Source: an optimization exercise on an open RTL-to-GDS flow (aim: small area, a short achievable clock period and few clock cycles per item). Production flows keep margins and buffers that such runs may drop.
The RTL was checked by simulation tests, not by an equivalence proof against the original design.
No activity file was given, so power comes from the tool's default toggle rates.

==> flow/design.v (outline; a module is shown in full before it is edited, if it fits) <==
// module CONVCOR: 818 lines
module CONVCOR(
	clk,
	rst_n,
	in_valid,
	in_a,
	in_b,
	in_mode,
	out_valid,
	out
);
  // ...
==> flow/run.sh <==
#!/bin/bash
# synth_recipe.tcl (not shown) runs the flow's synth.tcl, then flattens the netlist and writes it again
# the make line also repeats each setting of config.mk as NAME=value (left out here)
make -C /OpenROAD-flow-scripts/flow DESIGN_CONFIG=/design/flow/config.mk WORK_HOME=/design/flow/orfs CLKGATE_MAP_FILE= SYNTH_SCRIPT=/design/flow/synth_recipe.tcl finish
==> flow/config.mk <==
export PLATFORM = sky130hd
export DESIGN_NAME = CONVCOR
export DESIGN_NICKNAME = CONVCOR
export VERILOG_FILES = /design/flow/design.v
export SDC_FILE = /design/flow/constraint.sdc
export NUM_CORES = 4
export LEC_CHECK = 0
export CAP_MARGIN = 80
export CORE_MARGIN = 2
export CORE_UTILIZATION = 40
export PLACE_DENSITY = 0.6
export SLEW_MARGIN = 80
==> flow/constraint.sdc <==
create_clock -name core_clock -period 13.0 [get_ports {clk}]
set_input_delay 2.6000 -clock core_clock [delete_from_list [all_inputs] [get_ports {clk}]]
set_output_delay 2.6000 -clock core_clock [all_outputs]
set_load 0.01 [all_outputs]
==> summary.md, run 1 <==
| Metric | Value |
|---|---|
| Status | finished clean |
| Synth Area in Adders | 34.2% |
| Die area | 42000 um2 |
| Global Route met1 Usage | 23.6% |
| Initial antenna violation count | 0 |
| Setup tns final | 0 ps |
| WL met3 | 1990 um |
| Footprint of the multi-input gates | 9390 um2 |
| Crit path max-delay family | buffers and inverters |
| CORE AREA | 39800 um2 |
| Most frequent cells in the layout | 242 x fa_1, 229 x inv_1, 208 x nand2_1 |
| Most common cell after layout, fill and taps aside | fa_1 |
| CTS tree | yes |
| Post-place setup slack | 8060 ps |
| Worst Clk Skew | 48.6 ps |
| Worst path bufs/invs | 5 |
| Drt via density | 4.89 |
| Number of global-route vias before repair | 11000 |
| Simple-gate portion of the synthesized area | 14.3% |
| Clk_buf instances | 38 |
| Final setup vio count | 0 |
| Non-Clock Buffer Count | 102 |
| Reg2Reg Launch Point | acc |
| Area of placed instances | 17800 um2 |
| DRT iter0 DRCs | 776 |
| CTS clk-pin slew, worst paths | 60 ps |
Testbench counts, summed over its fixed seeds: cycles 33,778, items 3,200.
==> inputs of run 2 (changes only) <==
--- a/flow/config.mk
+++ b/flow/config.mk
@@ -6,7 +6,7 @@
 export NUM_CORES = 4
 export LEC_CHECK = 0
-export CAP_MARGIN = 80
+export CAP_MARGIN = 20
 export CORE_MARGIN = 2
 export CORE_UTILIZATION = 40
 export PLACE_DENSITY = 0.6
-export SLEW_MARGIN = 80
+export SLEW_MARGIN = 20
==> run 2 against run 1 <==
Still clean on timing, DRC and antenna. Power is 2.3% lower. Area after synthesis stayed put. Hold slack better by 6.5 ps. Combinational power is 3% lower. Clock power is 3.1% lower. Sequential power hardly changed. Register-to-register slack better by 690 ps. Via count is 0.59% lower. Cell count is 0.94% lower. First-iteration DRC count is 30% lower. Critical endpoint is now pi_c[10]. Largest cell class unchanged.
==> summary.md, run 2 <==
| Metric | Value |
|---|---|
| Synth Area in Compound Gates | 5.88% |
| Number of flip-flops in the largest register | 36 |
| RSZ-0062 raised after global routing | false |
| Post-CTS Setup Repair Bufs | 0 |
| Max-slew headroom at the worst pin | 30.3% |
| Area growth syn-to-layout | 13.1% |
| Rows | 73 |
| Fmax | 235 MHz |
| Hold WC Path Type | reg -> reg |
| Clk pwr share | 17.0% |
| Status | finished clean |
| Area contributors post-synth | fa_1 30%, edfxtp_1 18%, dfxtp_1 18%, and2_1 6.9%, inv_1 5.3% |
| Post-synthesis instance total | 1503 |
| WL final | 35000 um |
| Crit path launch type | flip-flop |
| Worst vdd ir | 127 uV |
| Mux cell area share after synthesis | 1.12% |
| Resize count post-CTS | 0 |
| Min cycle time layout | 4260 ps |
| Lkg Pwr | 7.96 nW |
| Seq/Total Area, Yosys | 36.0% |
| Synth warnings | 1 |
| CORE AREA | 39800 um2 (unchanged) |
| Post-DP HPWL | 24300 um |
| Starting Density | 40.5% |
| Unique masters post-synth | 54 |
| Asr flop ratio synth | 0% |
| Drt via density | 4.91 (+0.36%) |
| Layout cell share with drive strength beyond 1 | 3.74% |
| Worst Clk Skew | 7.32 ps (-41.2 ps) |
| CTS tree | yes |
| Number of global-route vias before repair | 11000 (+0.37%) |
| Remaining antenna violation count after routing | 0 |
| Io pins | 73 |
| Top reg by flops | out |
| Via count | 10300 |
| Largest family of logic cells by synthesized area | adder cells |
| Final hold vios | 0 |
| Nets | 1889 |
| Clock root buffer | clkbuf_16 |
| Simple-gate portion of the synthesized area | 14.3% (unchanged) |
| Area leader, netlist | fa_1 |
| Top cells by count, synth | 242 x fa_1, 229 x inv_1, 208 x nand2_1 |
| Slew @ Worst Pin | 1050 ps |
| GRT Total Usage | 17.6% |
| Pwr/cell area | 239 nW/um2 |
| Req. time, crit path | 13440 ps |
| Die W | 205 um |
| Sequential share of power | 27.4% |
| Most frequent cells in the layout | 242 x fa_1, 229 x inv_1, 208 x nand2_1 |
| Internal power | 2.57 mW |
| Ys flop type | dfxtp_1 |
| Initial antenna violation count | 0 (unchanged) |
| Hold depth | 1 |
| Avg Inst Size Synth | 10.7 um2 |
| IO buf count | 72 |
| Hold buffer count at CTS | 0 |
| DRT iter0 DRCs | 543 (-30%) |
| Setup tns final | 0 ps (unchanged) |
| # H-tree levels | 1 |
| Slew Limit Fails | 0 |
| Cells after DPL | 2053 |
| #FFs+latches synth | 242 |
| Clock Tree Buf Depth | 3 |
| Most common cell after layout, fill and taps aside | fa_1 |
| Synth top area share | 30.0% |
| Die area | 42000 um2 (unchanged) |
| R2R depth | 11 |
| Post-synth EDFFs | 97 |
| Worst-path fanout max | 17 |
| Post-Synth XOR/XNOR Area | 1.74% |
| Synthesized net count | 1835 |
| Switching Power | 1.80 mW |
| Die height | 205 um |
| Residual DRC | 0 |
| Synth Area in Adders | 34.2% (unchanged) |
| Worst endpoint data arrival time | 4700 ps |
| Synth Cell Area | 16100 um2 |
| Setup crit end kind | flip-flop |
| Per-cell routed wire length | 16.6 um |
| Non-Filler Instances | 2104 |
| Drt first pass iters | 7 |
| Final setup vio count | 0 (unchanged) |
| Max-Cap Viols | 0 |
| Clk Latency, worst-skew pair | 570 ps |
| Final worst path period share | 32.7% |
| CTS clk-pin slew, worst paths | 60 ps (about the same) |
| GRT overflow | 0 |
| CTS Buf Count | 27 |
| Most common cell in the netlist | fa_1 |
| Global-route wire length before repair | 57700 um |
| Final GP Congestion | 0.841 |
| Largest net degree at the start of global routing | 38 |
| Sink Count | 242 |
| Switching share of power | 41.1% |
| Comb power frac | 55.6% |
| Crit Path Category | reg -> reg |
run 2: cell counts after synthesis:
No cell type changed its count.
run 2: kinds of logic (layout without fill, tap and decap cells):
group | Yosys count | after routing
AO/OA/AOI/OAI | 159 | 159
AND/OR/NAND/NOR | 469 | 469
multiplexers | 18 | 18
other | 0 | 1
buffers and inverters | 287 | 362
flip-flops | 242 | 242
adder cells (fa/ha/maj) | 296 | 296
XOR/XNOR | 32 | 32
run 2: routing by layer:
metal	global-route usage [%]	vias to the layer above	part of all wire, %	routed length [um]
met5	0	-	0	0
met4	4.98	0	2.7	930
met3	3.23	74	5.8	2040
met2	29.2	268	47	16300
met1	23.8	5195	45	15700
li1	-	4789	-	-
run 2: power groups by stage:
stage          combinational (mW)  sequential (mW)  clock [mW]
4_1_cts                      2.48             1.20       0.768
6_report                     2.43             1.20       0.744
2_1_floorplan                1.81             1.17           0
5_1_grt                      2.88             1.22       0.803
3_3_place_gp                 2.39             1.21           0
3_5_place_dp                 2.47             1.22           0
run 2: worst max-delay path, stage by stage, from the launching register on:
cell     delay (ps)
dfxtp_1         790
nand2_1         180
fa_1            580
inv_1            60
fa_1            530
inv_1            50
fa_1            470
inv_1            50
fa_1            410
fa_1            510
inv_1            50
fa_1            430
run 2: final timing paths:
check	from	to	slack [ps]
min reg2reg	vld	out_valid	450
min	vld	out_valid	450
max	xa[10]	pi_c[10]	8740
max reg2reg	xa[10]	pi_c[10]	8740
run 2: cell type report:
| cell class | count | area [um2] |
|---|---|---|
| fillers | 3769 | 21600 |
| flip-flops and latches | 242 | 5820 |
| diodes | 1 | 2.50 |
| inverters | 229 | 860 |
| repair buffers | 83 | 803 |
| clock buffers | 39 | 761 |
| multi-input cells | 974 | 9250 |
| clock inverters | 11 | 109 |
| well taps | 525 | 657 |
run 2: through the flow:
stage / hold slack [ps] / setup slack, ps / total power, mW / instance area [um2] / utilization [%]
2_1_floorplan: 412 / 9070 / 2.98 / 16100 / -
3_3_place_gp: 436 / 8830 / 3.60 / 17400 / 43.6
3_5_place_dp: 440 / 8750 / 3.69 / 17400 / 43.6
4_1_cts: 457 / 8750 / 4.45 / 18300 / 45.8
5_1_grt: 479 / 8600 / 4.90 / 18300 / 45.8
6_report: 453 / 8740 / 4.37 / 18300 / 45.8
==> inputs of run 3 (changes only) <==
==> flow/flow/run.sh (new file) <==
#!/bin/bash
set -euo pipefail
export SETUP_SLACK_MARGIN=9.6
bash standard.sh > flow_standard.log 2>&1
==> flow/standard.sh (new file) <==
#!/bin/bash
# synth_recipe.tcl (not shown) runs the flow's synth.tcl, then flattens the netlist and writes it again
# the make line also repeats each setting of config.mk as NAME=value (left out here)
make -C /OpenROAD-flow-scripts/flow DESIGN_CONFIG=/design/flow/config.mk WORK_HOME=/design/flow/orfs CLKGATE_MAP_FILE= SYNTH_SCRIPT=/design/flow/synth_recipe.tcl "${@:-finish}"
--- a/flow/config.mk
+++ b/flow/config.mk
@@ -9,4 +9,5 @@
 export CORE_MARGIN = 2
 export CORE_UTILIZATION = 40
+export CTS_BUF_LIST = sky130_fd_sc_hd__clkbuf_4 sky130_fd_sc_hd__clkbuf_8
 export PLACE_DENSITY = 0.6
 export SLEW_MARGIN = 20
removed: flow/run.sh
==> run 3 against run 2 <==
Still clean. Wire length grew 4.9%. Clock power up 4.0%. Sequential power about the same. Power increased by 7.3%. First-iteration DRC count shrank 7.4%. Global-route usage is 0.99 points higher. Via count grew 3.7%. Critical path type unchanged. Critical endpoint is now pi_c[7]. Largest cell class unchanged.
==> summary.md, run 3 <==
| Metric | Value |
|---|---|
| GRT Total Usage | 18.6% (+0.99 points) |
| Fmax | 264 MHz (+12%) |
| Hold buffer count at CTS | 0 (unchanged) |
| CTS Buf Count | 43 (+59%) |
| Post-synthesis instance total | 1503 (unchanged) |
| Clock root buffer | clkbuf_8 |
| Post-route core utilization | 49.1% (+3.2 points) |
| Area of placed instances | 17500 um2 (+0.75%) |
| Via count | 10700 (+3.7%) |
| CORE AREA | 39800 um2 (unchanged) |
| Setup tns final | 0 ps (unchanged) |
| Clk Latency, worst-skew pair | 630 ps (+60 ps) |
| Switching Power | 1.90 mW (+5.7%) |
| Post-synth EDFFs | 97 (unchanged) |
| DRT iter0 DRCs | 503 (-7.4%) |
| Synthesized net count | 1835 (unchanged) |
| Initial antenna violation count | 0 (unchanged) |
| Max-slew headroom at the worst pin | 31.5% (+1.2 points) |
| Worst-path fanout max | 5 (-12) |
| Unique masters post-synth | 54 (unchanged) |
| CTS clk-pin slew, worst paths | 70 ps (about the same) |
| CTS tree | yes |
| Sequential share of power | 25.7% (-1.7 points) |
| # H-tree levels | 2 (+1) |
| Pwr/cell area | 240 nW/um2 (+0.23%) |
| Io pins | 73 (unchanged) |
| Largest net degree at the start of global routing | 39 (+2.6%) |
| Worst endpoint data arrival time | 4250 ps (-450 ps) |
| Per-cell routed wire length | 16.6 um (-0.35%) |
| Area growth syn-to-layout | 21.0% |
| Slew @ Worst Pin | 1030 ps (-17.6 ps) |
| Die W | 205 um (unchanged) |
| Top reg by flops | out |
| Synth top area share | 30.0% (unchanged) |
| Global-route wire length before repair | 60300 um (+4.6%) |
| #FFs+latches synth | 242 (unchanged) |
| Max-Cap Viols | 0 (unchanged) |
| Final GP Congestion | 0.813 (-3.3%) |
| Layout cell share with drive strength beyond 1 | 23.3% (+20 points) |
| Seq/Total Area, Yosys | 36.0% (unchanged) |
| Drt first pass iters | 5 (-2) |
| Nets | 1989 (+5.3%) |
| Setup crit end kind | flip-flop |
| Number of flip-flops in the largest register | 36 (unchanged) |
| Synth warnings | 1 (unchanged) |
| Top cells by count, synth | 242 x fa_1, 229 x inv_1, 208 x nand2_1 |
| Most frequent cells in the layout | 205 x inv_1, 199 x nand2_1, 190 x fa_1 |
| Min cycle time layout | 3790 ps (-468 ps) |
| Slew Limit Fails | 0 (unchanged) |
| Asr flop ratio synth | 0% (unchanged) |
| Post-DP HPWL | 24100 um (-1.0%) |
| Synth Cell Area | 16100 um2 (unchanged) |
| Worst Clk Skew | 42.5 ps (+35.2 ps) |
| Avg Inst Size Synth | 10.7 um2 (unchanged) |
| Power, Total | 4.68 mW (+7.3%) |
| Clock Tree Buf Depth | 3 (unchanged) |
| Internal power | 2.78 mW (+8.3%) |
| Die height | 205 um (unchanged) |
| Crit path launch type | flip-flop |
| Starting Density | 40.5% (unchanged) |
| Most common cell in the netlist | fa_1 |
| Ys flop type | dfxtp_1 |
| Number of global-route vias before repair | 11600 (+5.1%) |
| Comb power frac | 57.8% (+2.2 points) |
| WL final | 36700 um (+4.9%) |
| Final hold vios | 0 (unchanged) |
| Area leader, netlist | fa_1 |
| Clk pwr share | 16.5% (-0.5 points) |
| Remaining antenna violation count after routing | 0 (unchanged) |
| RSZ-0062 raised after global routing | true |
| IO buf count | 72 (unchanged) |
| Hold slack final | 436 ps (-16.6 ps) |
| Final worst path period share | 29.1% (-3.6 points) |
| Crit Path Category | reg -> reg |
| Drt via density | 4.83 (-1.6%) |
| GRT overflow | 0 (unchanged) |
| Most common cell after layout, fill and taps aside | inv_1 |
| Die area | 42000 um2 (unchanged) |
| Hold WC Path Type | reg -> reg |
| Switching share of power | 40.6% (-0.58 points) |
| Status | finished clean |
| N_diodes | 0 (-1) |
| Residual DRC | 0 (unchanged) |
| Final instance area | 19500 um2 (+7.0%) |
| Rows | 73 (unchanged) |
| Worst vdd ir | 100 uV (-21%) |
| Sink Count | 242 (unchanged) |
| Req. time, crit path | 13470 ps (+30 ps) |
| Area contributors post-synth | fa_1 30%, edfxtp_1 18%, dfxtp_1 18%, and2_1 6.9%, inv_1 5.3% |
| Lkg Pwr | 8.56 nW (+7.6%) |
| Final setup vio count | 0 (unchanged) |
run 3: path summary, 6_finish.rpt:
kind	start	to	slack, ps	cells past startpoint
worst min register to register	vld	out_valid	440	1
worst max register to register	xa[10]	pi_c[7]	9210	11
worst max-delay path	xa[10]	pi_c[7]	9210	11
worst min-delay path	vld	out_valid	440	1
run 3: routing by layer:
metal | global-route usage (%) | wire [um]
met1 | 24.5 | 16100
met4 | 6.06 | 1050
met2 | 30.6 | 17100
met3 | 4.06 | 2480
met5 | 0 | 0
run 3: through the flow:
stage / setup slack (ps) / std cells
after floorplan: 9350 / 1503
after global placement: 9020 / 2050
after detailed placement: 8990 / 2050
after CTS: 9220 / 2200
after global routing: 9110 / 2216
final: 9210 / 2216
run 3: final cells by class:
cell class	count	area [um2]
inverter	229	860
fill	3666	20300
clock buffer	65	820
sequential	242	5970
multi-input combinational	974	9510
tap	525	657
timing repair buffer	167	1590
clock inverter	14	136
run 3: worst max-delay path, stage by stage (launching register included):
cell and delay, ps:
dfxtp_4 370, and2_4 150, fa_1 540, inv_1 50, fa_1 490, inv_1 60, fa_2 340, fa_2 530
inv_2 40, fa_2 570, inv_2 40, fa_1 450
run 3: logic make-up (layout without fill, tap and decap cells):
group,after synthesis,count (layout),synth area share [%]
xor gates and xnor gates,32,32,1.74
AOI/OAI and AO/OA,159,159,5.88
DFF,242,242,36.0
buffers and inverters,287,475,6.68
muxes,18,18,1.12
adders and majority gates,296,296,34.2
and+or+nand+nor,469,469,14.3
run 3: power by group through the flow:
stage / Combinational [mW] / Clock [mW] / Sequential [mW]
5_1_grt: 3.17 / 0.833 / 1.22
3_3_place_gp: 2.41 / 0 / 1.23
4_1_cts: 2.68 / 0.801 / 1.21
6_report: 2.71 / 0.774 / 1.20
2_1_floorplan: 1.86 / 0 / 1.18
3_5_place_dp: 2.49 / 0 / 1.23
run 3: repair_timing:
item / 4_1_cts / 5_1_grt
pin swaps: 34 / 27
endpoints found under the setup margin: 86 / 83
buffers inserted: 70 / 16
gates resized for setup: 303 / 33
cloned: 1 / 0
==> inputs of run 4 (changes only) <==
==> flow/flow/run.sh (replaced) <==
#!/bin/bash
# Standard ORFS layout, with repair_timing asked for a larger setup margin
# than the 13 ns clock needs, so that the resizer works on the critical paths.
set -euo pipefail
export SETUP_SLACK_MARGIN=${MARGIN:-9.5}
bash standard.sh > flow_standard.log 2>&1
--- a/flow/config.mk
+++ b/flow/config.mk
@@ -9,5 +9,4 @@
 export CORE_MARGIN = 2
 export CORE_UTILIZATION = 40
-export CTS_BUF_LIST = sky130_fd_sc_hd__clkbuf_4 sky130_fd_sc_hd__clkbuf_8
 export PLACE_DENSITY = 0.6
 export SLEW_MARGIN = 20
==> run 4 against run 3 <==
Count of clock-buffer cells in the layout is 28 lower. Highest routed layer unchanged. Die area stayed put. Still clean. Cell count is 0.86% lower.
==> summary.md, run 4 <==
| Metric | Value |
|---|---|
| Status | finished clean |
| Final worst path period share | 29.0% (-0.16 points) |
| Setup crit end kind | flip-flop |
| Req. time, crit path | 13500 ps (+30 ps) |
| Die height | 205 um (unchanged) |
| Final hold vios | 0 (unchanged) |
| Top reg by flops | out |
| Worst vdd ir | 113 uV (+13%) |
| Residual DRC | 0 (unchanged) |
| N_diodes | 0 (unchanged) |
| Avg Inst Size Synth | 10.7 um2 (unchanged) |
| GRT Total Usage | 18.6% (-0.025 points) |
| CORE AREA | 39800 um2 (unchanged) |
| Synthesized net count | 1835 (unchanged) |
| # H-tree levels | 1 (-1) |
| Area growth syn-to-layout | 21.5% |
| Ys flop type | dfxtp_1 |
| IO buf count | 72 (unchanged) |
| Post-synth EDFFs | 97 (unchanged) |
| Worst-path fanout max | 5 (unchanged) |
| Final setup vio count | 0 (unchanged) |
| Min cycle time layout | 3770 ps (-21.0 ps) |
| Slew Limit Fails | 0 (unchanged) |
| Number of global-route vias before repair | 11400 (-1.4%) |
| Unique masters post-synth | 54 (unchanged) |
| Top cells by count, synth | 242 x fa_1, 229 x inv_1, 208 x nand2_1 |
| CTS Buf Count | 28 (-35%) |
| Lkg Pwr | 8.57 nW (about the same) |
| Post-synthesis instance total | 1503 (unchanged) |
| Pwr/cell area | 243 nW/um2 (+1.5%) |
| Hold WC Path Type | reg -> reg |
| Slew @ Worst Pin | 1020 ps (-6.68 ps) |
| Final GP Congestion | 0.824 (+1.3%) |
| Fmax | 266 MHz (+0.56%) |
| Worst endpoint data arrival time | 4260 ps (about the same) |
| Global-route wire length before repair | 60100 um (-0.32%) |
| Initial antenna violation count | 0 (unchanged) |
| Drt first pass iters | 5 (unchanged) |
| Starting Density | 40.5% (unchanged) |
| Io pins | 73 (unchanged) |
| Layout cell share with drive strength beyond 1 | 22.5% (-0.81 points) |
| Most common cell in the netlist | fa_1 |
| Setup tns final | 0 ps (unchanged) |
| WL final | 37500 um (+2.0%) |
| Most frequent cells in the layout | 201 x nand2_1, 197 x inv_1, 190 x fa_1 |
| RSZ-0062 raised after global routing | true |
| Die W | 205 um (unchanged) |
| Synth top area share | 30.0% (unchanged) |
| Crit path launch type | flip-flop |
| Max-Cap Viols | 0 (unchanged) |
| Number of flip-flops in the largest register | 36 (unchanged) |
| Most common cell after layout, fill and taps aside | nand2_1 |
| Area leader, netlist | fa_1 |
| Clock Tree Buf Depth | 3 (unchanged) |
| Area contributors post-synth | fa_1 30%, edfxtp_1 18%, dfxtp_1 18%, and2_1 6.9%, inv_1 5.3% |
| Drt via density | 4.90 (+1.5%) |
| Asr flop ratio synth | 0% (unchanged) |
| Max-slew headroom at the worst pin | 31.9% (+0.45 points) |
| Power, Total | 4.77 mW (+1.8%) |
| Crit Path Category | reg -> reg |
| CTS tree | yes |
| Clk Latency, worst-skew pair | 580 ps (-50 ps) |
| GRT overflow | 0 (unchanged) |
| #FFs+latches synth | 242 (unchanged) |
| Synth Cell Area | 16100 um2 (unchanged) |
| Post-DP HPWL | 24600 um (+2.2%) |
| Largest net degree at the start of global routing | 38 (-2.6%) |
| CTS clk-pin slew, worst paths | 60 ps (about the same) |
| Clock root buffer | clkbuf_16 |
| Synth warnings | 1 (unchanged) |
| Remaining antenna violation count after routing | 0 (unchanged) |
| Die area | 42000 um2 (unchanged) |
| Seq/Total Area, Yosys | 36.0% (unchanged) |
| Via count | 10800 (+0.63%) |
| Sink Count | 242 (unchanged) |
| DRT iter0 DRCs | 483 (-4.0%) |
| Per-cell routed wire length | 17.0 um (+2.9%) |
| Nets | 1982 (-0.35%) |
| Rows | 73 (unchanged) |
| Worst Clk Skew | 33.9 ps (-8.65 ps) |
[run 4: cell counts after synthesis]
No cell type changed its count.
[run 4: cell type report]
cell class | count | area (um2)
Tap cell | 525 | 657
Inverter | 229 | 860
Clock buffer | 37 | 764
Fill cell | 3679 | 20200
Timing Repair Buffer | 175 | 1630
Sequential cell | 242 | 5970
Multi-Input combinational cell | 974 | 9510
Clock inverter | 15 | 210
[run 4: per-stage QoR]
stage / util (%) / instance area [um2] / hold WS, ps / setup WS, ps / std cells
3_5_place_dp: 43.8 / 17500 / 429 / 8910 / 2051
3_3_place_gp: 43.8 / 17500 / 428 / 9050 / 2051
5_1_grt: 49.2 / 19600 / 459 / 9160 / 2197
2_1_floorplan: - / 16400 / 412 / 9350 / 1503
6_report: 49.2 / 19600 / 444 / 9230 / 2197
4_1_cts: 48.4 / 19300 / 445 / 9250 / 2174
[run 4: worst max-delay path: stages, from the launching register on]
cell     delay (ps)
dfxtp_4         380
and2_4          150
fa_1            540
inv_1            60
fa_1            500
inv_2            40
fa_2            520
inv_2            40
fa_2            340
fa_2            560
inv_2            50
fa_2            510
[run 4: timing repair]
action | in CTS | in global routing
buffers inserted | 70 | 23
hold endpoints to repair | 0 | 0
resized for setup | 302 | 65
pin swaps | 26 | 44
cloned | 1 | 0
endpoints found under the setup margin | 83 | 72
hold buffers | 0 | 0
[run 4: final timing paths]
kind           from        end  slack [ps]  cells past startpoint
max          xa[10]    pi_c[7]        9230                     11
min             vld  out_valid         440                      1
max reg2reg  xa[10]    pi_c[7]        9230                     11
min reg2reg     vld  out_valid         440                      1
[run 4: power by group]
| part | total (mW) | internal (mW) | switching [mW] |
|---|---|---|---|
| logic | 2.76 | 1.30 | 1.46 |
| registers | 1.20 | 1.06 | 0.140 |
| clock network | 0.818 | 0.496 | 0.322 |
[run 4: routing by layer]
| metal | up-vias | part of all wire (%) | GRT usage [%] |
|---|---|---|---|
| met3 | 66 | 6.1 | 3.25 |
| met2 | 297 | 47 | 31.3 |
| met5 | - | 0 | 0 |
| li1 | 4976 | - | - |
| met1 | 5431 | 44 | 24.8 |
| met4 | 0 | 2.6 | 5.04 |
[run 4: logic make-up (layout without fill, tap and decap cells)]
family,after synthesis,in the layout,share of synthesized area [%]
fa+ha+maj,296,296,34.2
mux,18,18,1.12
buf+inv,287,456,6.68
simple gates,469,469,14.3
compound gates,159,159,5.88
xor+xnor,32,32,1.74
flops,242,242,36.0

==> afterwards: timing with drivers on the ports <==
Ports are ideal in the flow. The routed layouts listed here were re-timed in OpenROAD. Step 1, drivers: a clkbuf_16 drives clk and a buf_2 each remaining input, both assumed. Step 2 also shifts input and output timing later by t, the mid clock arrival at the registers, as if the neighbouring blocks saw the same clock. a / b / c = no drivers / after step 1 / after step 2; a / b = the first two.
| run | t (ns) | setup slack, ns | worst register clock-pin slew, ns | worst data-port slew with drivers (ns) | pins driven straight from the clock port |
|---|---|---|---|---|---|
| run 1 | 0.609 | 8.059 / 8.059 / 8.059 | 0.06 / 0.06 | 0.05 | 1 |
| run 2 | 0.617 | 8.744 / 8.744 / 8.744 | 0.06 / 0.06 | 0.05 | 1 |
| run 3 | 0.662 | 9.213 / 9.213 / 9.213 | 0.07 / 0.07 | 0.06 | 1 |
| run 4 | 0.616 | 9.234 / 9.234 / 8.994 | 0.07 / 0.07 | 0.06 | 1 |
After both steps every run listed still meets setup and hold. For run 4, which loses most, drivers alone change the setup slack by 0.000 ns; drivers and shift together by -0.240 ns.
